What follows belongs to an exercise in optimizing a design on an open flow for small area; a production flow would make more cautious choices. The RTL was checked by simulation tests, not by an equivalence proof against the original design. Power and IR drop assume default switching activity.

--- flow/config.mk ---
export PLATFORM = sky130hd
export DESIGN_NAME = Sdram_Control
export DESIGN_NICKNAME = Sdram_Control
export VERILOG_FILES = /design/flow/design.v
export SDC_FILE = /design/flow/constraint.sdc
export NUM_CORES = 8
export LEC_CHECK = 0
export CAP_MARGIN = 20
export CORE_MARGIN = 2
export CORE_UTILIZATION = 40
export SLEW_MARGIN = 20
--- flow/constraint.sdc ---
create_clock -name core_clock -period 10.0 [get_ports {CLK}]
set_input_delay 2.0000 -clock core_clock [delete_from_list [all_inputs] [get_ports {CLK}]]
set_output_delay 2.0000 -clock core_clock [all_outputs]
set_load 0.01 [all_outputs]
--- flow/design.v ---
parameter	INIT_PER	   =	24000;
parameter	REF_PER		=	1024;
parameter	SC_CL		  =	3;
parameter	SC_RCD		=	3;
parameter	SC_RRD		=	7;
parameter	SC_PM		  =	1;
parameter	SC_BL		  =	1;
parameter	SDR_BL		=	(SC_PM == 1) ? 3'b111	:
							        (SC_BL == 1) ? 3'b000	:
							        (SC_BL == 2) ? 3'b001 :
							        (SC_BL == 4) ? 3'b010 : 3'b011;
parameter	SDR_BT		=	1'b0;	 
parameter	SDR_CL		=	(SC_CL == 2) ? 3'b10 : 3'b11;
module Sdram_Control (
		RESET_N, CLK,
		WR1_ADDR, WR1_MAX_ADDR, WR1_LENGTH, WR1_LOAD,
		WR1_FIFO_Q, WR1_FIFO_RUSEDW, WR1_FIFO_RDREQ,
		RD1_ADDR, RD1_MAX_ADDR, RD1_LENGTH, RD1_LOAD,
		RD1_FIFO_DATA, RD1_FIFO_WRREQ, RD1_FIFO_WUSEDW,
		SA, BA, CS_N, CKE, RAS_N, CAS_N, WE_N,
		DQ_IN, DQ_OUT, DQ_OE, DQM
);
parameter	INIT_PER	   =	24000;
parameter	REF_PER		=	1024;
parameter	SC_CL		  =	3;
parameter	SC_RCD		=	3;
parameter	SC_RRD		=	7;
parameter	SC_PM		  =	1;
parameter	SC_BL		  =	1;
parameter	SDR_BL		=	(SC_PM == 1) ? 3'b111	:
							        (SC_BL == 1) ? 3'b000	:
							        (SC_BL == 2) ? 3'b001 :
							        (SC_BL == 4) ? 3'b010 : 3'b011;
parameter	SDR_BT		=	1'b0;	 
parameter	SDR_CL		=	(SC_CL == 2) ? 3'b10 : 3'b11;
input                           RESET_N;
input                           CLK;
input   [23-1:0]            WR1_ADDR;
input   [23-1:0]            WR1_MAX_ADDR;
input          [10:0]           WR1_LENGTH;
input                           WR1_LOAD;
input   [16-1:0]            WR1_FIFO_Q;
input           [9:0]           WR1_FIFO_RUSEDW;
output                          WR1_FIFO_RDREQ;
input   [23-1:0]            RD1_ADDR;
input   [23-1:0]            RD1_MAX_ADDR;
input          [10:0]           RD1_LENGTH;
input                           RD1_LOAD;
output  [16-1:0]            RD1_FIFO_DATA;
output                          RD1_FIFO_WRREQ;
input           [9:0]           RD1_FIFO_WUSEDW;
output        [11:0]            SA;
output         [1:0]            BA;
output         [1:0]            CS_N;
output                          CKE;
output                          RAS_N;
output                          CAS_N;
output                          WE_N;
input   [16-1:0]            DQ_IN;
output  [16-1:0]            DQ_OUT;
output                          DQ_OE;
output [16/8-1:0]           DQM;
localparam [15:0] T_TOP  = INIT_PER + REF_PER + 201;    
localparam [15:0] T_REF  = REF_PER;
function automatic lt23(input [22:0] a, input [22:0] b);
	integer i; reg l;
	begin
		l = 1'b0;
		for (i = 0; i < 23; i = i + 1)
			l = (~a[i] & b[i]) | (~a[i] & l) | (b[i] & l);
		lt23 = l;
	end
endfunction
function automatic [8:0] dec9(input [8:0] x);
	integer i; reg b;
	begin
		b = 1'b1;
		for (i = 0; i < 9; i = i + 1) begin
			dec9[i] = x[i] ^ b;
			b = b & ~x[i];
		end
	end
endfunction
function automatic [15:0] dec16(input [15:0] x);
	integer i; reg b;
	begin
		b = 1'b1;
		for (i = 0; i < 16; i = i + 1) begin
			dec16[i] = x[i] ^ b;
			b = b & ~x[i];
		end
	end
endfunction
function automatic [3:0] dec4(input [3:0] x);
	integer i; reg b;
	begin
		b = 1'b1;
		for (i = 0; i < 4; i = i + 1) begin
			dec4[i] = x[i] ^ b;
			b = b & ~x[i];
		end
	end
endfunction
function automatic [2:0] dec3(input [2:0] x);
	integer i; reg b;
	begin
		b = 1'b1;
		for (i = 0; i < 3; i = i + 1) begin
			dec3[i] = x[i] ^ b;
			b = b & ~x[i];
		end
	end
endfunction
function automatic [2:0] inc3(input [2:0] x);
	integer i; reg c;
	begin
		c = 1'b1;
		for (i = 0; i < 3; i = i + 1) begin
			inc3[i] = x[i] ^ c;
			c = c & x[i];
		end
	end
endfunction
function automatic lt10(input [9:0] a, input [9:0] b);
	integer i; reg l;
	begin
		l = 1'b0;
		for (i = 0; i < 10; i = i + 1)
			l = (~a[i] & b[i]) | (~a[i] & l) | (b[i] & l);
		lt10 = l;
	end
endfunction
reg  [22:0] rWR1_ADDR, rRD1_ADDR, rWR1_MAX, rRD1_MAX;
reg   [8:0] rWR1_LEN, rRD1_LEN;
reg         mWR, mRD;         
reg   [2:0] U;                
reg   [8:0] R;                
reg         out_valid, rdone, cmd_d, CMD_ACK;
reg         cont_r, wdone;
reg  [22:0] A;                
reg  [15:0] mDATAOUT;
wire cnt   = U[2] | U[1];
wire st0   = (U == 3'd0);
wire st1   = (U == 3'd1);
wire endc  = cnt & (R == 9'h1FB);    
wire frc   = cnt & (R == 9'h1FF);    
wire rq0   = cnt & (R == 9'h000);    
wire Write = mWR & ~st0 & ~wdone;
wire Read  = mRD & ~st0;
wire start = st0 & (mWR | (mRD & ~rdone));
wire idle  = ~mWR & ~mRD & st0 & ~WR1_LOAD & ~RD1_LOAD;
wire wcond = ~lt10(WR1_FIFO_RUSEDW, {1'b0, rWR1_LEN}) && (rWR1_LEN != 9'd0);
wire rcond = lt10(RD1_FIFO_WUSEDW, {1'b0, rRD1_LEN});
wire  [8:0] len_s = mWR ? rWR1_LEN : rRD1_LEN;
wire [22:0] max_s = mWR ? rWR1_MAX : rRD1_MAX;
reg  [23:0] nxt;             
always @* begin : add_nxt
	integer i; reg c;
	c = 1'b0;
	for (i = 0; i < 23; i = i + 1) begin
		nxt[i] = A[i] ^ (i < 9 ? len_s[i] : 1'b0) ^ c;
		c = (A[i] & (i < 9 ? len_s[i] : 1'b0)) | (c & (A[i] ^ (i < 9 ? len_s[i] : 1'b0)));
	end
	nxt[23] = c;
end
wire        mflag = (max_s[22:9] == 14'd0) && lt10({1'b0, max_s[8:0]}, {1'b0, len_s});
wire        cont  = nxt[23] ? (mflag & lt23(nxt[22:0], max_s)) : (mflag | lt23(nxt[22:0], max_s));
reg  [15:0] T;
reg         REF_REQ, LOAD_MODE, do_initial;
wire INIT_REQ  = ~REF_REQ & (T >= REF_PER + 201) & (T <= REF_PER + INIT_PER + 200);
wire PRECHARGE = ~REF_REQ & (T == REF_PER + 180);
wire REFRESH   = ~REF_REQ & ((T == REF_PER + 160) | (T == REF_PER + 140) |
                             (T == REF_PER + 120) | (T == REF_PER + 100) |
                             (T == REF_PER +  80) | (T == REF_PER +  60) |
                             (T == REF_PER +  40) | (T == REF_PER +  20));
reg do_rwa, do_refresh, do_precharge, do_load_mode;    
reg [3:0] J;           
reg [2:0] P;           
reg rw_flag, ex, oe4, OE, do_rw;
reg c_ras, c_cas, c_we, c_init;
reg s_ras, s_cas, s_we, s_init, s_frc;
wire REF_ACK = ~c_ras & ~c_cas & c_we & REF_REQ;
wire CM_ACK = J[3] & J[0] & ~REF_ACK;
reg [1:0] rw_shift;
wire command_done = (J != 4'd0);
wire rp_done      = P[2] | (P[1] & P[0]);
wire do_any = do_refresh | do_rwa | do_precharge | do_load_mode;
wire do_reada  = do_rwa & mRD;
wire do_writea = do_rwa & mWR;
wire PM_STOP;
wire c_act = rw_shift[1];      
wire s_act = rw_shift[0];      
assign PM_STOP = s_frc;
always @(posedge CLK)
	if (!RESET_N) begin
		rWR1_ADDR <= WR1_ADDR;
		rRD1_ADDR <= RD1_ADDR;
		rWR1_MAX  <= WR1_MAX_ADDR;
		rRD1_MAX  <= RD1_MAX_ADDR;
		rWR1_LEN  <= WR1_LENGTH[8:0];
		rRD1_LEN  <= RD1_LENGTH[8:0];
	end else begin
		if (wdone)
			rWR1_ADDR <= cont_r ? nxt[22:0] : WR1_ADDR;
		if (rdone)
			rRD1_ADDR <= cont_r ? nxt[22:0] : RD1_ADDR;
	end
always @(posedge CLK)
	if (!RESET_N) begin
		mWR <= 1'b0; mRD <= 1'b0; U <= 3'd0;
		out_valid <= 1'b0; rdone <= 1'b0; wdone <= 1'b0;
		cmd_d <= 1'b0; CMD_ACK <= 1'b0; A <= 23'd0;
	end else begin
		cont_r <= cont;
		wdone  <= mWR & cnt & (R == 9'h1FC);    
		if (idle & wcond)
			mWR <= 1'b1;
		else if (idle & rcond)
			mRD <= 1'b1;
		if (rdone)
			mRD <= 1'b0;
		else if (wdone)
			mWR <= 1'b0;
		if (st0) begin
			if (start) U <= 3'd1;
		end else if (st1) begin
			if (CMD_ACK) U <= 3'd2;
		end else if (endc)
			U <= 3'd0;
		else if (U != 3'd7)
			U <= inc3(U);
		out_valid <= Read & (U == 3'd7) & ~endc;
		rdone     <= Read & endc;
		cmd_d     <= st1;
		CMD_ACK   <= CM_ACK & ~CMD_ACK;
		if (cmd_d)
			A <= mWR ? rWR1_ADDR : rRD1_ADDR;
	end
always @(posedge CLK) begin
	if (st0)
		R <= len_s;
	else if (cnt)
		R <= dec9(R);
	mDATAOUT <= DQ_IN;    
end
always @(posedge CLK)
	if (!RESET_N) begin
		T <= T_TOP; REF_REQ <= 1'b0; LOAD_MODE <= 1'b0; do_initial <= 1'b0;
	end else begin
		T          <= REF_ACK ? T_REF : dec16(T);
		REF_REQ    <= (T == 16'd0) | (REF_REQ & ~REF_ACK);
		LOAD_MODE  <= ~REF_REQ & (T == REF_PER + 1);
		do_initial <= INIT_REQ;
	end
always @(posedge CLK)
	if (!RESET_N) begin
		do_rwa <= 0; do_refresh <= 0; do_precharge <= 0; do_load_mode <= 0;
		J <= 0; P <= 0; rw_flag <= 0; ex <= 0;
	end else if (INIT_REQ) begin
		do_rwa <= 0; do_refresh <= 0; do_precharge <= 0; do_load_mode <= 0;
		J <= 0; P <= 0; rw_flag <= 0; ex <= 0;
	end else begin
		do_refresh   <= (REF_REQ | REFRESH) & ~command_done & ~do_refresh & ~rp_done & ~do_rwa;
		do_rwa       <= cmd_d & ~command_done & ~do_rwa & ~rp_done & ~REF_REQ;
		if (cmd_d & ~command_done & ~do_rwa & ~rp_done & ~REF_REQ)
			ex <= 1'b1;
		do_precharge <= PRECHARGE & ~command_done & ~do_precharge;
		do_load_mode <= LOAD_MODE & ~command_done & ~do_load_mode;
		if (do_any) begin
			J <= 4'd9;
			rw_flag <= do_reada;
		end else if (J != 4'd0)
			J <= dec4(J);
		if (J == 4'd1)
			P <= 3'd7;
		else if (~ex) begin
			if (P != 3'd0) P <= dec3(P);
		end else if (PM_STOP) begin
			if (P != 3'd0) P <= dec3(P);
			ex <= 1'b0;
		end
	end
always @(posedge CLK)
	if (!RESET_N) begin
		oe4 <= 0; OE <= 0; rw_shift <= 0; do_rw <= 0;
	end else begin
		if (do_writea)
			oe4 <= 1'b1;
		else if (do_precharge | do_reada | do_refresh | do_initial | PM_STOP)
			oe4 <= 1'b0;
		OE <= oe4;
		if (do_rwa)
			rw_shift <= 2'b10;
		else begin
			rw_shift <= rw_shift >> 1;
			do_rw    <= rw_shift[0];
		end
	end
always @(posedge CLK)
	if (!RESET_N) begin
		c_ras <= 1; c_cas <= 1; c_we <= 1; c_init <= 0;
		s_ras <= 1; s_cas <= 1; s_we <= 1; s_init <= 0; s_frc <= 0;
	end else begin
		c_init  <= do_initial;
		if (do_refresh)                              {c_ras, c_cas, c_we} <= 3'b001;
		else if (do_precharge & (oe4 | rw_flag))     {c_ras, c_cas, c_we} <= 3'b110;
		else if (do_precharge)                       {c_ras, c_cas, c_we} <= 3'b010;
		else if (do_load_mode)                       {c_ras, c_cas, c_we} <= 3'b000;
		else if (do_rwa)                             {c_ras, c_cas, c_we} <= 3'b011;
		else if (do_rw)                              {c_ras, c_cas, c_we} <= {2'b10, rw_flag};
		else                                         {c_ras, c_cas, c_we} <= 3'b111;
		s_init  <= c_init;
		s_frc   <= frc;
		{s_ras, s_cas, s_we} <= {c_ras, c_cas, c_we};
	end
wire s_lm    = ~s_ras & ~s_cas & ~s_we;                  
wire s_baz   = ~s_we & (s_cas | ~s_ras);                 
wire s_csall = (~s_ras & (~s_cas | ~s_we)) | (s_cas & ~s_we) | s_init;   
wire s_a10   = (s_ras & ~s_cas) | (s_cas & ~s_we);       
wire [11:0] sa_rc = s_act ? {A[19], A[18] & ~s_a10, A[17:8]} : {4'd0, A[7:0]};
assign SA    = s_frc ? 12'h200 : s_lm ? {2'b00, SDR_CL, SDR_BT, SDR_BL} : sa_rc;
assign BA    = s_baz ? 2'b00 : A[21:20];
assign CS_N  = ~CKE ? 2'b01 : s_csall ? 2'b00 : {~A[22], A[22]};
assign CKE   = ~(((T == T_TOP) | (T == T_TOP - 16'd1)) & ~REF_REQ);
assign RAS_N = s_ras & ~s_frc;
assign CAS_N = s_cas | s_frc;
assign WE_N  = s_we & ~s_frc;
wire dqm_n = (U[2] & ~(mWR & s_frc)) | rdone;
assign DQM   = {~dqm_n, ~dqm_n};
assign DQ_OUT = WR1_FIFO_Q;
assign DQ_OE  = OE;
assign WR1_FIFO_RDREQ = mWR & (U[2] | (U[1] & U[0])) & ~R[8];    
assign RD1_FIFO_WRREQ = out_valid;
assign RD1_FIFO_DATA  = mDATAOUT;
endmodule
--- flow/flow/run.sh ---
#!/bin/bash
# Standard ORFS layout with three changes to how it is made:
#  - synthesis maps with an area-oriented ABC script (flow/abc_area.script);
#    everything before ABC, and so every register, is the standard synthesis;
#  - the port buffers use the smallest buffer cell;
#  - clock tree sinks are clustered into fewer, larger clusters, without dummy loads.
set -euo pipefail
rm -rf scripts_abc
cp -r "$FLOW_HOME/scripts" scripts_abc
cp flow/abc_area.script scripts_abc/abc_speed.script
bash standard.sh finish \
  "SCRIPTS_DIR=$PWD/scripts_abc" \
  'BUFFER_PORTS_ARGS=-buffer_cell sky130_fd_sc_hd__buf_1' \
  'CTS_ARGS=-sink_clustering_enable -repair_clock_nets -sink_clustering_size 28 -sink_clustering_max_diameter 160 -dont_use_dummy_load' \
  > standard_make.log 2>&1
--- flow/flow/abc_area.script ---
strash
&get -n
&st
&deepsyn -T 120 -t
&dch -f
&nf -a -R 1000
&put
--- flow/standard.sh ---
#!/bin/bash
# synth_recipe.tcl (not shown) runs the flow's synth.tcl, then flattens the netlist and writes it again
# the make line also repeats each setting of config.mk as NAME=value (left out here)
make -C /OpenROAD-flow-scripts/flow DESIGN_CONFIG=/design/flow/config.mk WORK_HOME=/design/flow/orfs CLKGATE_MAP_FILE= SYNTH_SCRIPT=/design/flow/synth_recipe.tcl "${@:-finish}"
==> results.tsv, run 1 <==
metric	value	unit
status	complete, no violations	
Synth Flop Type	edfxtp_1	
synth unique cells	51	
aggregate global-route resource usage	17.6	%
final net count	1274	
Sequential Power Share	55.3	%
Critical Path AT	7.56	ns
cts hold-fix bufs	0	
HPWL after DPL	16400	um
htree depth	1	
CTS resizes	0	
final hold violation count	0	
R2R depth	29	
Ys Warns	1	
final slew viol count	0	
crit share post-route	73.4	%
TNS Setup	0	ns
#FFs+latches synth	215	
Final Util	46.2	%
Hold Path Class	reg2reg	
DRC Markers	0	
post-CTS setup buffer count	0	
post-layout min period	7.34	ns
CP required	10.22	ns
Core ar.	23300	sq um
worst setup path start	mWR	
via count	7034	
Clock Path Buffers	3	
worst r2r src	mWR	
clock sinks	215	
NetSw	0.000588	W
total wire length after detailed routing	22200	um
Worst VDD drop	0.141	mV
number of vias per cell	5.16	
initial core utilization	40.6	%
RSZ-0062 raised after global routing	no	
first drt pass iteration count	6	
Syn Nets	1080	
power share of the combinational group	21.4	%
Diodes inserted	0	
Die Y-Extent	158	um
CP Class	reg2reg	
first-pass GRT wire length	34200	um
layout cells sized above 1	2.11	%
RR Endpoint	cont_r	
CP endpoint kind	flip-flop	
critical path's most frequent cell	ha_1	
Power Dens Cells	186	nW/um^2
Mapped Cells	853	
WHS Endpoint	do_load_mode	
fillers	2223	
post-route ant nets	0	
root buffer cell	clkbuf_16	
Worst setup SP type	flip-flop	
CTS tree	yes	
power share of the clock group	23.3	%
std cell rows	56	
number of synthesized flops with an enable pin	120	
CTS Buf Count	11	
slew margin rel.	32.3	%
Wirelength per Cell	16.3	um
worst skew pair latency	0.47	ns
final setup fails	0	
I/O Buffers	190	
register area share after synthesis	58.2	%
vias in the first global route	6652	
pin count of the biggest net entering global routing	57	
Static Leak	4.04	nW
Pint	0.00141	W
Sw Ratio	29.4	%
asr flop ratio synth	0	%
post-synthesis cell area	9460	sq um
Max Cap Viol	0	
cell family with most CP delay	adder cells	
Worst-path clk slew	0.11	ns
Max Clk Rate	136	MHz
GR Overflow Total	0	
CP max stage delay	0.55	ns
First DRT Iteration DRCs	497	
num ports	227	
syn_area_per_cell	11.1	sq um
Max FO, Critical Path	40	
min-delay src	LOAD_MODE	
FF-to-FF setup slack	2.66	ns
hold depth	2	
slowest stage cell, crit path	buf_4	
area grow syn2layout	14.0	%
RD Place Congestion	0.839	
WP buf/inv	3	
worst-margin pin slew	1.02	ns
chip width	158	um
clk_skew	0.0266	ns
antenna violations before repair	0	
die area	24900	sq um
[area by class of cell]
| type | count | area [sq um] | area share, % |
|---|---|---|---|
| clock buffers | 11 | 275 | 2.55 |
| inverters | 84 | 315 | 2.92 |
| multi-input cells | 537 | 3520 | 32.6 |
| flip-flops and latches | 215 | 5510 | 51.1 |
| well taps | 319 | 399 | 3.70 |
| repair buffers | 198 | 773 | 7.17 |
[cells in the final DEF (no fill, tap or decap), drive strengths merged, types with 3 or more instances in the layout]
| cell | netlist | layout |
|---|---|---|
| a22o | 5 | 5 |
| nand4 | 5 | 5 |
| buf | 17 | 198 |
| nand3 | 12 | 12 |
| nor3b | 4 | 4 |
| mux2 | 7 | 7 |
| clkbuf | 0 | 11 |
| nor2b | 10 | 10 |
| o22ai | 13 | 13 |
| a21oi | 26 | 26 |
| a222oi | 25 | 25 |
| and2 | 9 | 9 |
| o21ai | 27 | 27 |
| nand2 | 160 | 160 |
| mux2i | 25 | 25 |
| nor3 | 10 | 10 |
| nor4 | 9 | 9 |
| o221ai | 6 | 6 |
| dfxtp | 95 | 95 |
| fa | 8 | 8 |
| clkinv | 84 | 83 |
| a31oi | 3 | 3 |
| a221oi | 4 | 4 |
| nor2 | 55 | 55 |
| edfxtp | 120 | 120 |
| and3 | 5 | 5 |
| a211oi | 8 | 8 |
| maj3 | 5 | 5 |
| nand2b | 6 | 6 |
| a22oi | 11 | 11 |
| ha | 49 | 49 |
| or2 | 3 | 3 |
[Yosys cell counts, types with 3 or more instances]
master	instances	area, sq um
nand2_1	160	601
edfxtp_1	120	3600
dfxtp_1	95	1900
clkinv_1	84	315
nor2_1	55	206
ha_1	49	613
o21ai_0	27	135
a21oi_1	26	130
a222oi_1	25	250
mux2i_1	25	250
buf_4	17	128
o22ai_1	13	81.3
nand3_1	12	60.1
a22oi_1	11	82.6
nor2b_1	10	62.6
nor3_1	10	50.1
and2_0	9	56.3
nor4_1	9	56.3
a211oi_1	8	60.1
fa_1	8	160
mux2_1	7	78.8
nand2b_1	6	37.5
o221ai_1	6	52.6
a22o_1	5	43.8
and3_1	5	31.3
maj3_1	5	50.1
nand4_1	5	31.3
a221oi_1	4	35.0
nor3b_1	4	30.0
a31oi_1	3	18.8
or2_0	3	18.8
[routing by layer]
metal	GRT usage [%]	routed length, um
met5	0	0
met4	4.33	432
met2	28.2	10100
met3	2.60	1420
met1	25.2	10300
[power groups by stage]
stage	logic [W]	clock network [W]	registers [W]
CTS	0.000432	0.000478	0.00111
global placement	0.000423	0	0.00113
global route	0.000490	0.000504	0.00112
floorplan	0.000301	0	0.00112
finish	0.000428	0.000466	0.00111
detailed placement	0.000429	0	0.00113
[per-stage QoR]
stage / area (sq um) / hold slack, ns / total power [W] / std cells / setup WS, ns
2_1_floorplan: 9460 / 0.395 / 0.00142 / 853 / 2.25
3_3_place_gp: 10500 / 0.413 / 0.00155 / 1353 / 2.70
3_5_place_dp: 10500 / 0.414 / 0.00156 / 1353 / 2.64
4_1_cts: 10800 / 0.420 / 0.00202 / 1364 / 2.62
5_1_grt: 10800 / 0.456 / 0.00211 / 1364 / 2.21
6_report: 10800 / 0.427 / 0.00200 / 1364 / 2.66
[worst max path at each step]
stage / to / slack, ns / cells past startpoint
CTS: cont_r / 2.62 / 29
floorplan: cont_r / 2.25 / 32
global route: cont_r / 2.21 / 29
finish: cont_r / 2.66 / 29
global placement: cont_r / 2.70 / 29
detailed placement: cont_r / 2.64 / 29
[sequential cells by signal, summed over array words and instances (netlist names), 4 cells and up]
| name | count |
|---|---|
| rWR1_LEN | 9 |
| T | 16 |
| R | 9 |
| rRD1_LEN | 9 |
| J | 4 |
| rWR1_MAX | 23 |
| rRD1_MAX | 23 |
| rRD1_ADDR | 23 |
| mDATAOUT | 16 |
| A | 23 |
| rWR1_ADDR | 23 |
[kinds of logic (layout without fill, tap and decap cells)]
kind of cell	after synthesis	after routing	synth area share, %
AND/OR/NAND/NOR	296	296	13.8
buffers and inverters	101	293	4.68
flip-flops	215	215	58.2
multiplexers	32	32	3.48
adder cells (fa/ha/maj)	62	62	8.70
AO/OA/AOI/OAI	144	144	10.9
XOR/XNOR	3	3	0.278
[worst register-to-register path, delay by kind of cell (launching register included)]
family / cells / cell delay [ns]
mux: 1 / 0.50
buf+inv: 3 / 0.68
flops: 1 / 0.36
fa+ha+maj: 20 / 5.07
compound gates: 5 / 0.52
==> run 2, diff against run 1 <==
--- a/flow/design.v
+++ b/flow/design.v
@@ -144,5 +144,5 @@
 wire st1   = (U == 3'd1);
 wire endc  = cnt & (R == 9'h1FB);    
-wire frc   = cnt & (R == 9'h1FF);    
+wire s_frc = cnt & (R == 9'h1FE);    
 wire rq0   = cnt & (R == 9'h000);    
 wire Write = mWR & ~st0 & ~wdone;
@@ -167,5 +167,5 @@
 wire        cont  = nxt[23] ? (mflag & lt23(nxt[22:0], max_s)) : (mflag | lt23(nxt[22:0], max_s));
 reg  [15:0] T;
-reg         REF_REQ, LOAD_MODE, do_initial;
+reg         REF_REQ, LOAD_MODE;
 wire INIT_REQ  = ~REF_REQ & (T >= REF_PER + 201) & (T <= REF_PER + INIT_PER + 200);
 wire PRECHARGE = ~REF_REQ & (T == REF_PER + 180);
@@ -178,6 +178,7 @@
 reg [2:0] P;           
 reg rw_flag, ex, oe4, OE, do_rw;
-reg c_ras, c_cas, c_we, c_init;
-reg s_ras, s_cas, s_we, s_init, s_frc;
+reg c_ras, c_cas, c_we;
+reg s_ras, s_cas, s_we;
+wire s_init = ~REF_REQ & (T >= REF_PER + 198) & (T <= REF_PER + INIT_PER + 197);
 wire REF_ACK = ~c_ras & ~c_cas & c_we & REF_REQ;
 wire CM_ACK = J[3] & J[0] & ~REF_ACK;
@@ -246,10 +247,9 @@
 always @(posedge CLK)
 	if (!RESET_N) begin
-		T <= T_TOP; REF_REQ <= 1'b0; LOAD_MODE <= 1'b0; do_initial <= 1'b0;
+		T <= T_TOP; REF_REQ <= 1'b0; LOAD_MODE <= 1'b0;
 	end else begin
 		T          <= REF_ACK ? T_REF : dec16(T);
 		REF_REQ    <= (T == 16'd0) | (REF_REQ & ~REF_ACK);
 		LOAD_MODE  <= ~REF_REQ & (T == REF_PER + 1);
-		do_initial <= INIT_REQ;
 	end
 always @(posedge CLK)
@@ -287,5 +287,5 @@
 		if (do_writea)
 			oe4 <= 1'b1;
-		else if (do_precharge | do_reada | do_refresh | do_initial | PM_STOP)
+		else if (do_precharge | do_reada | do_refresh | PM_STOP)    
 			oe4 <= 1'b0;
 		OE <= oe4;
@@ -299,8 +299,7 @@
 always @(posedge CLK)
 	if (!RESET_N) begin
-		c_ras <= 1; c_cas <= 1; c_we <= 1; c_init <= 0;
-		s_ras <= 1; s_cas <= 1; s_we <= 1; s_init <= 0; s_frc <= 0;
+		c_ras <= 1; c_cas <= 1; c_we <= 1;
+		s_ras <= 1; s_cas <= 1; s_we <= 1;
 	end else begin
-		c_init  <= do_initial;
 		if (do_refresh)                              {c_ras, c_cas, c_we} <= 3'b001;
 		else if (do_precharge & (oe4 | rw_flag))     {c_ras, c_cas, c_we} <= 3'b110;
@@ -310,6 +309,4 @@
 		else if (do_rw)                              {c_ras, c_cas, c_we} <= {2'b10, rw_flag};
 		else                                         {c_ras, c_cas, c_we} <= 3'b111;
-		s_init  <= c_init;
-		s_frc   <= frc;
 		{s_ras, s_cas, s_we} <= {c_ras, c_cas, c_we};
 	end
==> results.tsv, run 2 <==
metric	value	unit	change
synth top area cells	edfxtp_1 (38%), dfxtp_1 (19%), ha_1 (6.6%)		
fillers	2251		+1.3%
met3 GRT Util	2.92	%	+0.32 points
clk_skew	0.0332	ns	+0.00662 ns
CP endpoint kind	flip-flop		
Worst setup SP type	flip-flop		
layout cells sized above 1	2.27	%	+0.17 points
clock sinks	211		-1.9%
met1 usage	25.0	%	-0.14 points
Core ar.	23300	sq um	-0.30%
CP Class	reg2reg		
top-area cell type share of the netlist area	38.3	%	+0.21 points
First DRT Iteration DRCs	495		-0.40%
CP required	10.24	ns	+0.02 ns
post-synthesis cell area	9410	sq um	-0.56%
min-delay src	LOAD_MODE		
commonest non-fill, non-tap cells in the layout	buf_1 (190), nand2_1 (142), edfxtp_1 (120)		
DRC Markers	0		unchanged
HPWL after DPL	16500	um	+0.87%
root buffer cell	clkbuf_16		
CP max stage delay	0.62	ns	+0.07 ns
Critical Path AT	7.71	ns	+0.15 ns
worst r2r src	mWR		
critical path's most frequent cell	ha_1		
total wire length after detailed routing	22400	um	+0.63%
area grow syn2layout	14.2	%	
Die Y-Extent	157	um	-0.27%
number of synthesized flops with an enable pin	120		unchanged
slew margin rel.	28.2	%	-4.1 points
number of vias per cell	5.15		-0.18%
htree depth	1		unchanged
final net count	1285		+0.86%
register area share after synthesis	57.7	%	-0.53 points
aggregate global-route resource usage	18.4	%	+0.76 points
gr busiest metal	met2		
RD Place Congestion	0.842		+0.36%
Wirelength per Cell	16.3	um	-0.10%
CTS Buf Count	11		unchanged
std cell rows	56		unchanged
Syn Nets	1089		+0.83%
post-layout min period	7.48	ns	+0.137 ns
initial core utilization	40.4	%	-0.10 points
Diodes inserted	0		unchanged
final slew viol count	0		unchanged
slowest stage cell, crit path	dfxtp_2		
post-CTS setup buffer count	0		unchanged
CTS tree	yes		
vias in the first global route	6838		+2.8%
#FFs+latches synth	211		-1.9%
CTS resizes	0		unchanged
Final Util	46.2	%	about the same
most common cell after layout, fill and taps aside	buf_1		
Mapped Cells	861		+0.94%
Max FO, Critical Path	25		-38%
Max Cap Viol	0		unchanged
first-pass GRT wire length	35700	um	+4.3%
GR Overflow Total	0		unchanged
die area	24800	sq um	-0.54%
register area	5430	sq um	-1.5%
chip width	157	um	-0.27%
Max Clk Rate	134	MHz	-1.8%
worst-margin pin slew	1.08	ns	+0.0613 ns
syn_area_per_cell	10.9	sq um	-1.5%
synth unique cells	46		-9.8%
Clock Path Buffers	3		unchanged
post-route ant nets	0		unchanged
worst skew pair latency	0.47	ns	about the same
final setup fails	0		unchanged
I/O Buffers	190		unchanged
antenna violations before repair	1		+1
worst setup path start	mWR		
Worst-path clk slew	0.11	ns	about the same
crit share post-route	74.8	%	+1.4 points
most frequent cells after synthesis	nand2_1 (143), edfxtp_1 (120), dfxtp_1 (91)		
Static Leak	3.98	nW	-1.5%
cts hold-fix bufs	0		unchanged
asr flop ratio synth	0	%	unchanged
RSZ-0062 raised after global routing	no		
TNS Setup	0	ns	unchanged
area of the multi-input gates	3540	sq um	+0.78%
first drt pass iteration count	6		unchanged
Worst VDD drop	0.148	mV	+5.0%
status	complete, no violations		
Ys Warns	1		unchanged
GR Util met2	30.1	%	+1.9 points
Synth Flop Type	edfxtp_1		
pin count of the biggest net entering global routing	55		-3.5%
final hold violation count	0		unchanged
Hold Path Class	reg2reg		
num ports	227		unchanged
Synth area leader	edfxtp_1		
via count	7073		+0.55%
Power Dens Cells	190	nW/um^2	+2.5%
most common cell in the netlist	nand2_1		
run 2: cell count changes in the layout (fill, tap and decap cells not counted), moves of 5 or more:
cell     before  now
nand2_1     159  142
nor2_1       55   72
a21oi_1      26   38
a22oi_1      11    6
o22ai_1      13   18
run 2: kinds of logic after synthesis:
group / synth area share (%)
simple gates: 14.2
compound gates: 11.1
xor+xnor: 0.279
flops: 57.7
mux: 3.47
buf+inv: 4.71
fa+ha+maj: 8.67
run 2: layout make-up:
| type | count | share of cell area, % |
|---|---|---|
| multi-input combinational | 549 | 33.0 |
| tap | 319 | 3.71 |
| sequential | 211 | 50.5 |
| inverter | 84 | 2.93 |
| clock buffer | 11 | 2.56 |
| timing repair buffer | 200 | 7.33 |
run 2: final timing paths:
check                                    end  slack [ns]  depth (start not counted)
worst min-delay path            do_load_mode        0.42                          2
worst min register to register  do_load_mode        0.42                          2
worst max register to register        cont_r        2.52                         33
worst max-delay path                  cont_r        2.52                         33
run 2: power by group:
group          internal [W]  leakage [nW]  switching, W
combinational      0.000188          1.92      0.000293
clock              0.000199         0.136      0.000262
sequential          0.00104          1.93     0.0000635
run 2: per-stage QoR:
stage,hold WS [ns],worst slack [ns],cell area [sq um],power [W],std cells
3_5_place_dp,0.412,2.49,10500,0.00161,1363
4_1_cts,0.427,2.47,10700,0.00207,1374
5_1_grt,0.454,2.12,10700,0.00218,1374
6_report,0.423,2.52,10700,0.00204,1374
2_1_floorplan,0.395,2.67,9410,0.00145,861
3_3_place_gp,0.411,2.59,10500,0.00159,1363
run 2: worst max-delay path: cells and delay by family, from the launching register on:
family / cells / cell delay, ns
buffers and inverters: 5 / 0.73
AO/OA/AOI/OAI: 5 / 0.49
adder cells (fa/ha/maj): 22 / 4.98
multiplexers: 1 / 0.42
flip-flops: 1 / 0.62
run 2: metal layers:
| metal | vias up | part of all wire [%] |
|---|---|---|
| met1 | 3323 | 46 |
| met5 | - | 0.049 |
| met4 | 2 | 2.5 |
| met2 | 225 | 46 |
| met3 | 36 | 6.0 |
| li1 | 3487 | - |
==> run 3, diff against run 2 <==
--- a/flow/design.v
+++ b/flow/design.v
@@ -137,5 +137,5 @@
 reg   [8:0] R;                
 reg         out_valid, rdone, cmd_d, CMD_ACK;
-reg         cont_r, wdone;
+reg         cont_r;
 reg  [22:0] A;                
 reg  [15:0] mDATAOUT;
@@ -146,4 +146,5 @@
 wire s_frc = cnt & (R == 9'h1FE);    
 wire rq0   = cnt & (R == 9'h000);    
+wire wdone = endc & mWR;
 wire Write = mWR & ~st0 & ~wdone;
 wire Read  = mRD & ~st0;
@@ -167,5 +168,5 @@
 wire        cont  = nxt[23] ? (mflag & lt23(nxt[22:0], max_s)) : (mflag | lt23(nxt[22:0], max_s));
 reg  [15:0] T;
-reg         REF_REQ, LOAD_MODE;
+reg         REF_REQ;
 wire INIT_REQ  = ~REF_REQ & (T >= REF_PER + 201) & (T <= REF_PER + INIT_PER + 200);
 wire PRECHARGE = ~REF_REQ & (T == REF_PER + 180);
@@ -180,4 +181,5 @@
 reg c_ras, c_cas, c_we;
 reg s_ras, s_cas, s_we;
+wire LOAD_MODE = ~REF_REQ & (T == REF_PER) & ~(~s_ras & ~s_cas & s_we);
 wire s_init = ~REF_REQ & (T >= REF_PER + 198) & (T <= REF_PER + INIT_PER + 197);
 wire REF_ACK = ~c_ras & ~c_cas & c_we & REF_REQ;
@@ -210,9 +212,8 @@
 	if (!RESET_N) begin
 		mWR <= 1'b0; mRD <= 1'b0; U <= 3'd0;
-		out_valid <= 1'b0; rdone <= 1'b0; wdone <= 1'b0;
+		out_valid <= 1'b0; rdone <= 1'b0;
 		cmd_d <= 1'b0; CMD_ACK <= 1'b0; A <= 23'd0;
 	end else begin
 		cont_r <= cont;
-		wdone  <= mWR & cnt & (R == 9'h1FC);    
 		if (idle & wcond)
 			mWR <= 1'b1;
@@ -247,9 +248,8 @@
 always @(posedge CLK)
 	if (!RESET_N) begin
-		T <= T_TOP; REF_REQ <= 1'b0; LOAD_MODE <= 1'b0;
+		T <= T_TOP; REF_REQ <= 1'b0;
 	end else begin
 		T          <= REF_ACK ? T_REF : dec16(T);
 		REF_REQ    <= (T == 16'd0) | (REF_REQ & ~REF_ACK);
-		LOAD_MODE  <= ~REF_REQ & (T == REF_PER + 1);
 	end
 always @(posedge CLK)
==> results.tsv, run 3 <==
metric	value	unit	change
status	complete, no violations		
Static Leak	3.90	nW	-2.1%
clk_skew	0.0426	ns	+0.00940 ns
power share of the combinational group	23.4	%	about the same
post-route ant nets	0		unchanged
top-area cell type share of the netlist area	38.7	%	+0.41 points
fillers	2216		-1.6%
clock sinks	209		-0.95%
TNS Setup	0	ns	unchanged
CP max stage delay	0.82	ns	+0.20 ns
Wirelength per Cell	16.5	um	+1.4%
post-synthesis cell area	9310	sq um	-1.1%
#FFs+latches synth	209		-0.95%
most common cell after layout, fill and taps aside	buf_1		
DRC Markers	0		unchanged
final slew viol count	0		unchanged
register area	5390	sq um	-0.74%
power share of the clock group	22.5	%	about the same
Synth area leader	edfxtp_1		
area grow syn2layout	14.5	%	
Max Cap Viol	0		unchanged
layout cells sized above 1	2.59	%	+0.31 points
slew margin rel.	28.6	%	+0.35 points
WHS	0.439	ns	+0.0164 ns
post-layout min period	7.65	ns	+0.172 ns
critical path's most frequent cell	ha_1		
crit share post-route	76.5	%	+1.7 points
pin count of the biggest net entering global routing	51		-7.3%
dpl ws	2.32	ns	-0.169 ns
number of synthesized flops with an enable pin	120		unchanged
HPWL after DPL	16500	um	-0.23%
final hold violation count	0		unchanged
Max FO, Critical Path	26		+4.0%
root buffer cell	clkbuf_16		
NetSw	0.000606	W	-2.2%
Critical Path AT	7.96	ns	+0.25 ns
GR Overflow Total	0		unchanged
Core ar.	22800	sq um	-2.1%
CP endpoint kind	flip-flop		
I/O Buffers	190		unchanged
via count	6921		-2.1%
Worst Setup Slack, final	2.35	ns	-0.172 ns
worst-margin pin slew	1.07	ns	-0.00529 ns
Die Y-Extent	157	um	-0.51%
synth top area cells	edfxtp_1 (39%), dfxtp_1 (19%), ha_1 (6.7%)		
most frequent cells after synthesis	nor2_1 (163), edfxtp_1 (120), dfxtp_1 (89)		
Pint	0.00141	W	-0.91%
CTS Buf Count	11		unchanged
chip width	157	um	-0.51%
Ys Warns	1		unchanged
synth unique cells	51		+11%
Syn Nets	1076		-1.2%
slowest stage cell, crit path	dfxtp_2		
cts hold-fix bufs	0		unchanged
Sequential Power Share	54.1	%	+0.2 points
Sw Ratio	30.0	%	-0.27 points
Worst setup SP type	flip-flop		
htree depth	1		unchanged
first-pass GRT wire length	35900	um	+0.54%
register area share after synthesis	57.8	%	+0.18 points
Synth Flop Type	edfxtp_1		
number of vias per cell	5.10		-0.92%
Worst VDD drop	0.128	mV	-13%
total wire length after detailed routing	22400	um	+0.12%
std cell rows	55		-1.8%
asr flop ratio synth	0	%	unchanged
die area	24500	sq um	-1.0%
Clock Path Buffers	3		unchanged
First DRT Iteration DRCs	444		-10%
post-CTS setup buffer count	0		unchanged
worst skew pair latency	0.46	ns	about the same
Max Clk Rate	131	MHz	-2.3%
CTS tree	yes		
Worst-path clk slew	0.11	ns	about the same
Power Dens Cells	189	nW/um^2	-0.47%
commonest non-fill, non-tap cells in the layout	buf_1 (190), nor2_1 (163), edfxtp_1 (120)		
Diodes inserted	0		unchanged
RD Place Congestion	0.837		-0.67%
most common cell in the netlist	nor2_1		
final net count	1274		-0.86%
first drt pass iteration count	8		+2
CP Class	reg2reg		
antenna violations before repair	0		-1
area of the multi-input gates	3480	sq um	-1.8%
Hold Path Class	reg2reg		
syn_area_per_cell	11.0	sq um	+0.47%
CP required	10.31	ns	+0.07 ns
initial core utilization	40.9	%	+0.43 points
final setup fails	0		unchanged
Mapped Cells	848		-1.5%
aggregate global-route resource usage	18.6	%	+0.26 points
RSZ-0062 raised after global routing	no		
vias in the first global route	6955		+1.7%
num ports	227		unchanged
CTS resizes	0		unchanged
-- run 3: changes by cell type after synthesis, sizes merged, moves of 4 or more --
cell,change
nor2,+91
a21oi,-7
nand3,-4
nor4,-5
nand2,-96
and3,+5
nor3,+5
-- run 3: final timing paths --
| path | from | to | slack (ns) | depth (start not counted) |
|---|---|---|---|---|
| max | mWR | cont_r | 2.35 | 31 |
| min | CMD_ACK | CMD_ACK | 0.44 | 1 |
| max reg2reg | mWR | cont_r | 2.35 | 31 |
| min reg2reg | CMD_ACK | CMD_ACK | 0.44 | 1 |
-- run 3: cells by family after synthesis --
group	count (synthesis)	share of synthesized area, %
xor gates and xnor gates	5	0.470
DFF	209	57.8
buffers and inverters	103	4.84
and+or+nand+nor	283	13.2
AOI/OAI and AO/OA	161	12.1
adders and majority gates	61	8.76
muxes	26	2.82
-- run 3: layout make-up --
cell class / count / area share (%)
inverters: 86 / 3.03
repair buffers: 202 / 7.54
clock buffers: 11 / 2.58
well taps: 313 / 3.67
multi-input cells: 536 / 32.6
flip-flops and latches: 209 / 50.5
-- run 3: worst max-delay path, delay by kind of cell (launching register included) --
| kind | cells | cell delay, ns |
|---|---|---|
| fa+ha+maj | 23 | 5.53 |
| compound gates | 4 | 0.88 |
| flops | 1 | 0.82 |
| buf+inv | 4 | 0.26 |
-- run 3: through the flow --
step / instance area (sq um) / instances / total power [W] / utilization (%)
after floorplan: 9310 / 848 / 0.00143 / -
after global routing: 10700 / 1357 / 0.00215 / 46.8
final: 10700 / 1357 / 0.00202 / 46.8
after detailed placement: 10400 / 1346 / 0.00158 / 45.6
after CTS: 10700 / 1357 / 0.00204 / 46.8
after global placement: 10400 / 1346 / 0.00157 / 45.6
-- run 3: layer usage --
| metal | GRT usage, % | part of all wire (%) |
|---|---|---|
| met5 | 0 | 0 |
| met4 | 4.72 | 2.1 |
| met3 | 2.60 | 5.9 |
| met2 | 31.7 | 47 |
| met1 | 25.2 | 45 |
-- run 3: power groups by stage --
stage	logic [W]	clock network, W	registers (W)
2_1_floorplan	0.000328	0	0.00110
3_3_place_gp	0.000465	0	0.00111
3_5_place_dp	0.000471	0	0.00111
4_1_cts	0.000473	0.000473	0.00109
5_1_grt	0.000541	0.000507	0.00110
6_report	0.000472	0.000455	0.00109
==> run 4, diff against run 3 <==
--- a/flow/design.v
+++ b/flow/design.v
@@ -138,5 +138,7 @@
 reg         out_valid, rdone, cmd_d, CMD_ACK;
 reg         cont_r;
-reg  [22:0] A;                
+reg   [2:0] A_cb;             
+reg   [7:0] A_col;            
+wire [22:0] A = {A_cb, mWR ? rWR1_ADDR[19:8] : rRD1_ADDR[19:8], A_col};
 reg  [15:0] mDATAOUT;
 wire cnt   = U[2] | U[1];
@@ -213,5 +215,5 @@
 		mWR <= 1'b0; mRD <= 1'b0; U <= 3'd0;
 		out_valid <= 1'b0; rdone <= 1'b0;
-		cmd_d <= 1'b0; CMD_ACK <= 1'b0; A <= 23'd0;
+		cmd_d <= 1'b0; CMD_ACK <= 1'b0; A_cb <= 3'd0; A_col <= 8'd0;
 	end else begin
 		cont_r <= cont;
@@ -237,5 +239,5 @@
 		CMD_ACK   <= CM_ACK & ~CMD_ACK;
 		if (cmd_d)
-			A <= mWR ? rWR1_ADDR : rRD1_ADDR;
+			{A_cb, A_col} <= mWR ? {rWR1_ADDR[22:20], rWR1_ADDR[7:0]} : {rRD1_ADDR[22:20], rRD1_ADDR[7:0]};
 	end
 always @(posedge CLK) begin
--- a/flow/flow/run.sh
+++ b/flow/flow/run.sh
@@ -12,4 +12,4 @@
   "SCRIPTS_DIR=$PWD/scripts_abc" \
   'BUFFER_PORTS_ARGS=-buffer_cell sky130_fd_sc_hd__buf_1' \
-  'CTS_ARGS=-sink_clustering_enable -repair_clock_nets -sink_clustering_size 28 -sink_clustering_max_diameter 160 -dont_use_dummy_load' \
+  'CTS_ARGS=-sink_clustering_enable -repair_clock_nets -sink_clustering_size 28 -sink_clustering_max_diameter 160 -dont_use_dummy_load -root_buf sky130_fd_sc_hd__clkbuf_4 -tree_buf sky130_fd_sc_hd__clkbuf_8 -sink_clustering_buffer sky130_fd_sc_hd__clkbuf_16' \
   > standard_make.log 2>&1
==> results.tsv, run 4 <==
metric	value	unit	change
post-CTS setup buffer count	0		unchanged
hold depth	1		unchanged
Max Clk Rate	126	MHz	-3.4%
CTS tree	yes		
Synth area leader	edfxtp_1		
mux contribution to synthesized area	4.72	%	+1.9 points
asr flop ratio synth	0	%	unchanged
RR Endpoint	cont_r		
vias in the first global route	6524		-6.2%
post-layout min period	7.92	ns	+0.268 ns
CP Class	reg2reg		
RD Place Congestion	0.845		+1.0%
worst setup path start	mWR		
Worst Setup Slack, final	2.08	ns	-0.268 ns
most common cell in the netlist	nor2_1		
synth unique cells	46		-9.8%
Hold Path Class	reg2reg		
clk_skew	0.0241	ns	-0.0185 ns
Max FO, Critical Path	22		-15%
antenna violations before repair	1		+1
die area	24000	sq um	-2.2%
chip width	155	um	-1.1%
layout cells sized above 1	2.91	%	+0.32 points
aggregate global-route resource usage	18.2	%	-0.42 points
HPWL after DPL	16200	um	-2.0%
syn_area_per_cell	10.9	sq um	-0.36%
Critical Path AT	8.41	ns	+0.45 ns
number of synthesized flops with an enable pin	120		unchanged
dpl ws	2.11	ns	-0.210 ns
Static Leak	3.75	nW	-3.9%
Setup crit end	cont_r		
pin count of the biggest net entering global routing	72		+41%
R2R depth	32		+3.2%
RSZ-0062 raised after global routing	no		
slew margin rel.	30.0	%	+1.4 points
WHS	0.422	ns	-0.0175 ns
Tot Pwr	0.00191	W	-5.1%
CP endpoint kind	flip-flop		
final slew viol count	0		unchanged
via count	6790		-1.9%
XOR/XNOR share of the synthesized area	0.385	%	-0.085 points
Worst-path clk slew	0.10	ns	about the same
Ys Warns	1		unchanged
critical path's most frequent cell	ha_1		
initial core utilization	40.4	%	-0.43 points
root buffer cell	clkbuf_4		
commonest non-fill, non-tap cells in the layout	buf_1 (190), nor2_1 (157), edfxtp_1 (120)		
cts hold-fix bufs	0		unchanged
slowest stage cell, crit path	dfxtp_2		
First DRT Iteration DRCs	512		+15%
I/O Buffers	190		unchanged
#FFs+latches synth	197		-5.7%
CTS Buf Count	17		+6
area grow syn2layout	14.0	%	
CTS resizes	0		unchanged
CP max stage delay	0.71	ns	-0.11 ns
TNS Setup	0	ns	unchanged
Worst VDD drop	0.0868	mV	-32%
first-pass GRT wire length	33600	um	-6.4%
register area share after synthesis	56.5	%	-1.3 points
Syn Nets	1060		-1.5%
htree depth	4		+3
Wirelength per Cell	16.2	um	-1.6%
Worst setup SP type	flip-flop		
Synth Area in Adders	10.1	%	+1.3 points
compound-gate portion of the synthesized area	9.87	%	-2.2 points
status	complete, no violations		
Die Y-Extent	155	um	-1.1%
final net count	1262		-0.94%
final setup fails	0		unchanged
most common cell after layout, fill and taps aside	buf_1		
Power Dens Cells	185	nW/um^2	-2.5%
GR Overflow Total	0		unchanged
number of vias per cell	5.15		+1.0%
post-route ant nets	0		unchanged
synth top area cells	edfxtp_1 (40%), dfxtp_1 (17%), ha_1 (6.9%)		
std cell rows	55		unchanged
Max Cap Viol	0		unchanged
CP required	10.49	ns	+0.18 ns
top-area cell type share of the netlist area	39.6	%	+0.89 points
Synth Flop Type	edfxtp_1		
total wire length after detailed routing	21400	um	-4.4%
DRC Markers	0		unchanged
Placed Cells	1300		-3.4%
worst-margin pin slew	1.05	ns	-0.0245 ns
post-synthesis cell area	9100	sq um	-2.2%
FF-to-FF setup slack	2.08	ns	-0.27 ns
largest family of logic cells by synthesized area	simple AND/OR/NAND/NOR gates		
crit share post-route	79.2	%	+2.7 points
clock sinks	197		-5.7%
worst r2r src	mWR		
num ports	227		unchanged
simple-gate portion of the synthesized area	14.1	%	+0.89 points
Mapped Cells	832		-1.9%
Finished Layout Cells	1318		-2.9%
worst skew pair latency	0.61	ns	+0.15 ns
first drt pass iteration count	7		-1
Clock Path Buffers	2		-1
final hold violation count	0		unchanged
Core ar.	22500	sq um	-1.2%
most frequent cells after synthesis	nor2_1 (157), edfxtp_1 (120), dfxtp_1 (77)		
## run 4: worst max-delay path, delay by kind of cell, from the launching register on
family / cells / cell delay (ns)
multiplexers: 1 / 0.44
buffers and inverters: 5 / 0.32
adder cells (fa/ha/maj): 24 / 6.08
AO/OA/AOI/OAI: 2 / 0.26
flip-flops: 1 / 0.71
## run 4: cell type report
type	count	area, sq um
Fill cell	2154	12100
Sequential cell	197	5150
Timing Repair Buffer	200	808
Antenna cell	1	2.50
Tap cell	285	357
Inverter	72	270
Multi-Input combinational cell	546	3560
Clock buffer	17	228
## run 4: cell families (layout without fill, tap and decap cells)
group	Yosys count	in the layout
and+or+nand+nor	291	291
DFF	197	197
AOI/OAI and AO/OA	139	139
other	0	1
adders and majority gates	71	71
muxes	41	41
buffers and inverters	89	289
xor gates and xnor gates	4	4
## run 4: report_power, final
| part | total (W) | leakage, nW | switching [W] | internal [W] |
|---|---|---|---|---|
| registers | 0.00104 | 1.80 | 0.0000583 | 0.000977 |
| clock network | 0.000389 | 0.120 | 0.000244 | 0.000145 |
| logic | 0.000490 | 1.83 | 0.000293 | 0.000197 |
| total | 0.00191 | 3.75 | 0.000595 | 0.00132 |
## run 4: how the worst min path moves through the flow
stage / startpoint / endpoint / slack [ns]
after global routing: c_we / s_we / 0.47
after global placement: c_we / s_we / 0.42
after detailed placement: c_we / s_we / 0.42
final: c_we / s_we / 0.42
after CTS: c_we / s_we / 0.43
after floorplan: CMD_ACK / CMD_ACK / 0.40
## run 4: metal layers
layer,global-route usage [%],routed length [um],vias to the layer above
li1,-,-,3380
met1,24.5,9700,3168
met2,29.5,10100,216
met3,3.67,1250,26
met4,6.22,359,0
met5,0,0,-
## run 4: per-stage QoR
stage | cell area [sq um] | utilization (%)
after global placement | 10100 | 44.9
final | 10400 | 46.1
after CTS | 10400 | 46.1
after floorplan | 9100 | -
after global routing | 10400 | 46.1
after detailed placement | 10100 | 45.1
==> run 5, diff against run 4 <==
--- a/flow/design.v
+++ b/flow/design.v
@@ -61,6 +61,6 @@
 output                          DQ_OE;
 output [16/8-1:0]           DQM;
-localparam [15:0] T_TOP  = INIT_PER + REF_PER + 201;    
-localparam [15:0] T_REF  = REF_PER;
+localparam [14:0] T_TOP  = INIT_PER + REF_PER + 201;    
+localparam [14:0] T_REF  = REF_PER;
 function automatic lt23(input [22:0] a, input [22:0] b);
 	integer i; reg l;
@@ -82,10 +82,10 @@
 	end
 endfunction
-function automatic [15:0] dec16(input [15:0] x);
+function automatic [14:0] dec15(input [14:0] x);
 	integer i; reg b;
 	begin
 		b = 1'b1;
-		for (i = 0; i < 16; i = i + 1) begin
-			dec16[i] = x[i] ^ b;
+		for (i = 0; i < 15; i = i + 1) begin
+			dec15[i] = x[i] ^ b;
 			b = b & ~x[i];
 		end
@@ -169,5 +169,5 @@
 wire        mflag = (max_s[22:9] == 14'd0) && lt10({1'b0, max_s[8:0]}, {1'b0, len_s});
 wire        cont  = nxt[23] ? (mflag & lt23(nxt[22:0], max_s)) : (mflag | lt23(nxt[22:0], max_s));
-reg  [15:0] T;
+reg  [14:0] T;
 reg         REF_REQ;
 wire INIT_REQ  = ~REF_REQ & (T >= REF_PER + 201) & (T <= REF_PER + INIT_PER + 200);
@@ -252,6 +252,6 @@
 		T <= T_TOP; REF_REQ <= 1'b0;
 	end else begin
-		T          <= REF_ACK ? T_REF : dec16(T);
-		REF_REQ    <= (T == 16'd0) | (REF_REQ & ~REF_ACK);
+		T          <= REF_ACK ? T_REF : dec15(T);
+		REF_REQ    <= (T == 15'd0) | (REF_REQ & ~REF_ACK);
 	end
 always @(posedge CLK)
@@ -321,5 +321,5 @@
 assign BA    = s_baz ? 2'b00 : A[21:20];
 assign CS_N  = ~CKE ? 2'b01 : s_csall ? 2'b00 : {~A[22], A[22]};
-assign CKE   = ~(((T == T_TOP) | (T == T_TOP - 16'd1)) & ~REF_REQ);
+assign CKE   = ~(((T == T_TOP) | (T == T_TOP - 15'd1)) & ~REF_REQ);
 assign RAS_N = s_ras & ~s_frc;
 assign CAS_N = s_cas | s_frc;
--- a/flow/config.mk
+++ b/flow/config.mk
@@ -8,4 +8,4 @@
 export CAP_MARGIN = 20
 export CORE_MARGIN = 2
-export CORE_UTILIZATION = 40
+export CORE_UTILIZATION = 55
 export SLEW_MARGIN = 20
==> results.tsv, run 5 <==
metric	value	unit	change
commonest non-fill, non-tap cells in the layout	buf_1 (190), nor2_1 (174), edfxtp_1 (120)		
worst-margin pin slew	0.938	ns	-0.109 ns
std cell rows	46		-16%
vias in the first global route	6736		+3.2%
largest family of logic cells by synthesized area	simple AND/OR/NAND/NOR gates		
Max Clk Rate	121	MHz	-4.6%
Syn Nets	1057		-0.28%
initial core utilization	56.7	%	+16 points
pin count of the biggest net entering global routing	71		-1.4%
RD Place Congestion	0.854		+1.1%
CP required	10.46	ns	-0.03 ns
number of vias per cell	5.47		+6.3%
Synth Area in Adders	9.23	%	-0.84 points
root buffer cell	clkbuf_4		
Core ar.	15900	sq um	-29%
most frequent cells after synthesis	nor2_1 (174), edfxtp_1 (120), clkinv_1 (78)		
register area share after synthesis	56.7	%	+0.21 points
area of the multi-input gates	3490	sq um	-1.9%
synth unique cells	50		+8.7%
Ys Warns	1		unchanged
final setup fails	0		unchanged
critical path's most frequent cell	ha_1		
final net count	1256		-0.48%
Wirelength per Cell	16.9	um	+4.3%
status	complete, no violations		
syn_area_per_cell	10.9	sq um	-0.52%
Max FO, Critical Path	32		+45%
First DRT Iteration DRCs	516		+0.78%
clk_skew	0.0339	ns	+0.00985 ns
simple-gate portion of the synthesized area	14.2	%	+0.11 points
HPWL after DPL	15700	um	-2.7%
GR Overflow Total	0		unchanged
Worst setup SP type	flip-flop		
fillers	1409		-35%
Diodes inserted	0		-1
Finished Layout Cells	1243		-5.7%
antenna violations before repair	0		-1
XOR/XNOR share of the synthesized area	0.485	%	+0.10 points
CP endpoint kind	flip-flop		
#FFs+latches synth	196		-0.51%
TNS Setup	0	ns	unchanged
via count	6804		+0.21%
first drt pass iteration count	5		-2
Critical Path AT	8.75	ns	+0.34 ns
slew margin rel.	37.2	%	+7.3 points
number of synthesized flops with an enable pin	120		unchanged
RSZ-0062 raised after global routing	no		
post-synthesis cell area	9030	sq um	-0.76%
die area	17500	sq um	-27%
htree depth	4		unchanged
mux contribution to synthesized area	4.52	%	-0.20 points
CP max stage delay	0.45	ns	-0.26 ns
asr flop ratio synth	0	%	unchanged
final slew viol count	0		unchanged
CTS resizes	0		unchanged
I/O Buffers	190		unchanged
worst skew pair latency	0.61	ns	about the same
Clock Path Buffers	2		unchanged
chip width	132	um	-15%
post-route design area	10200	sq um	-1.7%
CP Class	reg2reg		
layout cells sized above 1	2.73	%	-0.18 points
Worst-path clk slew	0.09	ns	about the same
Die Y-Extent	132	um	-15%
CTS tree	yes		
aggregate global-route resource usage	24.5	%	+6.3 points
CTS Buf Count	17		unchanged
dpl cell area	9960	sq um	-1.8%
clock sinks	196		-0.51%
total wire length after detailed routing	21100	um	-1.6%
compound-gate portion of the synthesized area	10.2	%	+0.34 points
num ports	227		unchanged
Worst VDD drop	0.0917	mV	+5.6%
post-route ant nets	0		unchanged
post-layout min period	8.29	ns	+0.378 ns
WHS	0.433	ns	+0.0114 ns
Static Leak	3.72	nW	-0.89%
register area	5130	sq um	-0.39%
Placed Cells	1226		-5.7%
first-pass GRT wire length	33400	um	-0.41%
post-CTS setup buffer count	0		unchanged
Synth area leader	edfxtp_1		
Max Cap Viol	0		unchanged
most common cell in the netlist	nor2_1		
top-area cell type share of the netlist area	39.9	%	+0.30 points
slowest stage cell, crit path	mux2_1		
Hold Path Class	reg2reg		
crit share post-route	82.9	%	+3.8 points
Power Dens Cells	188	nW/um^2	+1.9%
cts hold-fix bufs	0		unchanged
most common cell after layout, fill and taps aside	buf_1		
Synth Flop Type	edfxtp_1		
synth top area cells	edfxtp_1 (40%), dfxtp_1 (17%), nor2_1 (7.2%)		
Mapped Cells	830		-0.24%
final hold violation count	0		unchanged
DRC Markers	0		unchanged
area grow syn2layout	12.9	%	
## run 5: worst paths after layout
check	end	slack, ns	start	cells after the start
worst max-delay path	cont_r	1.71	mWR	32
worst min-delay path	CMD_ACK	0.43	CMD_ACK	1
worst max register to register	cont_r	1.71	mWR	32
worst min register to register	CMD_ACK	0.43	CMD_ACK	1
## run 5: power breakdown
| part | leakage (nW) | total (W) | internal [W] | switching (W) |
|---|---|---|---|---|
| combinational | 1.80 | 0.000511 | 0.000198 | 0.000313 |
| sequential | 1.79 | 0.00103 | 0.000977 | 0.0000537 |
| clock | 0.120 | 0.000376 | 0.000145 | 0.000231 |
| total | 3.72 | 0.00192 | 0.00132 | 0.000598 |
## run 5: final cells by class
type / instances / area share [%]
timing repair buffer: 197 / 7.71
sequential: 196 / 50.3
tap: 216 / 2.65
inverter: 78 / 2.87
multi-input combinational: 539 / 34.2
clock buffer: 17 / 2.23
## run 5: worst max-delay path: cells and delay by family (launching register included)
kind	cells	cell delay (ns)
compound gates	2	0.45
fa+ha+maj	23	6.27
buf+inv	6	0.67
flops	1	0.32
mux	1	0.45
## run 5: cells by family after synthesis
logic type	after synthesis
xor+xnor	5
buf+inv	95
mux	39
simple gates	295
flops	196
fa+ha+maj	63
compound gates	137
## run 5: through the flow
stage	power, W	worst slack [ns]	utilization [%]
after global routing	0.00205	1.45	63.9
after global placement	0.00154	1.91	62.3
after detailed placement	0.00156	1.78	62.5
after floorplan	0.00140	1.23	-
final	0.00192	1.71	63.9
after CTS	0.00193	1.76	63.9
## run 5: per-layer routing
| metal | GRT usage, % | vias to the layer above | routed length [um] |
|---|---|---|---|
| met5 | 0 | - | 0 |
| met4 | 7.13 | 0 | 388 |
| met3 | 5.07 | 33 | 1560 |
| met2 | 40.6 | 247 | 9980 |
| met1 | 32.8 | 3170 | 9130 |
| li1 | - | 3354 | - |
==> run 6, diff against run 5 <==
--- a/flow/config.mk
+++ b/flow/config.mk
@@ -8,4 +8,4 @@
 export CAP_MARGIN = 20
 export CORE_MARGIN = 2
-export CORE_UTILIZATION = 55
+export CORE_UTILIZATION = 70
 export SLEW_MARGIN = 20
==> results.tsv, run 6 <==
metric	value	unit	change
First DRT Iteration DRCs	681		+32%
Hold Path Class	reg2reg		
worst setup path start	mWR		
CP endpoint kind	flip-flop		
status	complete, no violations		
Worst setup SP type	flip-flop		
most common cell after layout, fill and taps aside	buf_1		
final net count	1255		-0.080%
first drt pass iteration count	5		unchanged
via count	6909		+1.5%
WHS	0.431	ns	-0.00242 ns
Critical Path AT	8.52	ns	-0.23 ns
Static Leak	3.70	nW	-0.28%
final setup fails	0		unchanged
R2R depth	28		-13%
slew margin rel.	35.6	%	-1.6 points
number of synthesized flops with an enable pin	120		unchanged
syn_area_per_cell	10.9	sq um	unchanged
routed wl met3	1400	um	-11%
RSZ-0062 raised after global routing	no		
DRT met1 WL	8620	um	-5.5%
I/O Buffers	190		unchanged
Wirelength per Cell	17.2	um	+1.6%
#FFs+latches synth	196		unchanged
initial core utilization	71.6	%	+15 points
synth top area cells	edfxtp_1 (40%), dfxtp_1 (17%), nor2_1 (7.2%)		
Synth area leader	edfxtp_1		
synth unique cells	50		unchanged
FF-to-FF setup slack	1.96	ns	+0.25 ns
Pint	0.00132	W	+0.10%
CP max stage delay	0.63	ns	+0.18 ns
Max Cap Viol	0		unchanged
Ys Warns	1		unchanged
power share of the combinational group	26.8	%	about the same
power share of the clock group	19.4	%	-0.2 points
post-layout min period	8.04	ns	-0.250 ns
commonest non-fill, non-tap cells in the layout	buf_1 (190), nor2_1 (174), edfxtp_1 (120)		
crit share post-route	80.4	%	-2.5 points
Clock Path Buffers	2		unchanged
pin count of the biggest net entering global routing	71		unchanged
root buffer cell	clkbuf_4		
antenna violations before repair	0		unchanged
Synth Flop Type	edfxtp_1		
clk_skew	0.0217	ns	-0.0123 ns
die area	13800	sq um	-21%
vias in the first global route	6765		+0.43%
Sequential Power Share	53.8	%	about the same
slowest stage cell, crit path	buf_4		
num ports	227		unchanged
fillers	848		-40%
area grow syn2layout	12.0	%	
worst-margin pin slew	0.962	ns	+0.0240 ns
critical path's most frequent cell	ha_1		
asr flop ratio synth	0	%	unchanged
clock sinks	196		unchanged
CTS Buf Count	17		unchanged
post-route ant nets	0		unchanged
Top Metal Used	met4		
CTS resizes	0		unchanged
TNS Setup	0	ns	unchanged
most frequent cells after synthesis	nor2_1 (174), edfxtp_1 (120), clkinv_1 (78)		
aggregate global-route resource usage	30.1	%	+5.6 points
layout cells sized above 1	2.63	%	-0.095 points
HPWL after DPL	15100	um	-3.9%
Sw Ratio	31.4	%	+0.19 points
NetSw	0.000604	W	+0.99%
first-pass GRT wire length	32500	um	-2.9%
Mapped Cells	830		unchanged
CP required	10.47	ns	about the same
number of vias per cell	5.77		+5.4%
CP Class	reg2reg		
DRC Markers	0		unchanged
Max Clk Rate	124	MHz	+3.1%
chip width	118	um	-11%
total wire length after detailed routing	20600	um	-2.1%
Diodes inserted	0		unchanged
final hold violation count	0		unchanged
Die Y-Extent	118	um	-11%
post-CTS setup buffer count	0		unchanged
RR Endpoint	cont_r		
CTS tree	yes		
Setup crit end	cont_r		
worst r2r src	mWR		
Syn Nets	1057		unchanged
Core ar.	12600	sq um	-21%
worst skew pair latency	0.60	ns	about the same
most common cell in the netlist	nor2_1		
std cell rows	41		-11%
WL met2	10300	um	+3.5%
Power Dens Cells	190	nW/um^2	+1.1%
Worst VDD drop	0.127	mV	+39%
cts hold-fix bufs	0		unchanged
final slew viol count	0		unchanged
RD Place Congestion	0.922		+7.9%
GR Overflow Total	0		unchanged
top-area cell type share of the netlist area	39.9	%	unchanged
htree depth	4		unchanged
Worst-path clk slew	0.08	ns	about the same
Max FO, Critical Path	55		+72%
post-synthesis cell area	9030	sq um	unchanged
register area share after synthesis	56.7	%	unchanged
==> run 6: cell counts after synthesis <==
Identical to the previous run, type by type.
==> run 6: layer usage <==
metal / global-route usage, % / vias to the layer above
li1: - / 3351
met1: 39.2 / 3243
met2: 51.8 / 283
met3: 6.01 / 32
met4: 8.43 / 0
met5: 0 / -
==> run 6: worst min path at each step <==
stage                        from  slack, ns       to  cells after the start
after CTS                 CMD_ACK       0.43  CMD_ACK                      1
after global routing      CMD_ACK       0.45  CMD_ACK                      1
after floorplan           CMD_ACK       0.39  CMD_ACK                      1
final                     CMD_ACK       0.43  CMD_ACK                      1
after detailed placement  CMD_ACK       0.42  CMD_ACK                      1
after global placement    CMD_ACK       0.41  CMD_ACK                      1
==> run 6: cells by family after synthesis <==
kind of cell,Yosys count,share of synthesized area (%)
XOR/XNOR,5,0.485
buffers and inverters,95,4.65
AND/OR/NAND/NOR,295,14.2
multiplexers,39,4.52
AO/OA/AOI/OAI,137,10.2
flip-flops,196,56.7
adder cells (fa/ha/maj),63,9.23
==> run 6: through the flow <==
stage / cell area, sq um / setup WS [ns] / total power [W] / util (%) / std cells
6_report: 10100 / 1.96 / 0.00193 / 80.2 / 1198
5_1_grt: 10100 / 1.58 / 0.00204 / 80.2 / 1198
4_1_cts: 10100 / 1.99 / 0.00192 / 80.0 / 1197
3_5_place_dp: 9870 / 2.01 / 0.00156 / 78.2 / 1180
3_3_place_gp: 9870 / 2.10 / 0.00153 / 78.2 / 1180
2_1_floorplan: 9030 / 1.23 / 0.00140 / - / 830
==> run 6: layout make-up <==
cell class	count	area [sq um]	area share [%]
inverters	78	293	2.89
multi-input cells	539	3490	34.5
repair buffers	196	766	7.57
clock buffers	17	228	2.25
flip-flops and latches	196	5130	50.7
well taps	172	215	2.13
==> run 6: critical path, delay by kind of cell, from the launching register on <==
| kind | cells | cell delay [ns] |
|---|---|---|
| AO/OA/AOI/OAI | 3 | 0.75 |
| adder cells (fa/ha/maj) | 21 | 5.98 |
| buffers and inverters | 4 | 0.80 |
| flip-flops | 1 | 0.37 |
==> run 6: power by group through the flow <==
stage                     Clock, W  Combinational [W]  Sequential [W]
after floorplan                  0           0.000359         0.00104
after detailed placement         0           0.000504         0.00105
final                     0.000374           0.000517         0.00104
after global placement           0           0.000487         0.00105
after CTS                 0.000377           0.000510         0.00103
after global routing      0.000410           0.000580         0.00105

## separate check: timing with driven ports
No port has a modelled driver above. Below, the same layouts with a new extraction and two added sets of constraints.
Step 1 (the two cells are an assumption about what drives the block):
set clk [get_ports {CLK}]
set_driving_cell -lib_cell sky130_fd_sc_hd__clkbuf_16 $clk
set_driving_cell -lib_cell sky130_fd_sc_hd__buf_2 [delete_from_list [all_inputs] $clk]
Step 2 times the ports against the registers' clock, not the clock port: input delays grow and output delays shrink by t, the midpoint of the rising clock arrivals with the driver on.
Three values: ideal, step 1, step 2; two values: the first two.
run	t (ns)	slack for setup (ns)	slew at the worst register clock pin (ns)
run 1	0.499	2.661 / 2.661 / 2.661	0.11 / 0.11
run 2	0.503	2.524 / 2.524 / 2.524	0.11 / 0.11
run 3	0.488	2.352 / 2.352 / 2.352	0.11 / 0.11
run 4	0.635	2.084 / 2.084 / 2.084	0.10 / 0.10
run 5	0.627	1.706 / 1.706 / 1.706	0.11 / 0.11
run 6	0.625	1.956 / 1.956 / 1.956	0.10 / 0.10
After both steps setup and hold are still met in every run listed.
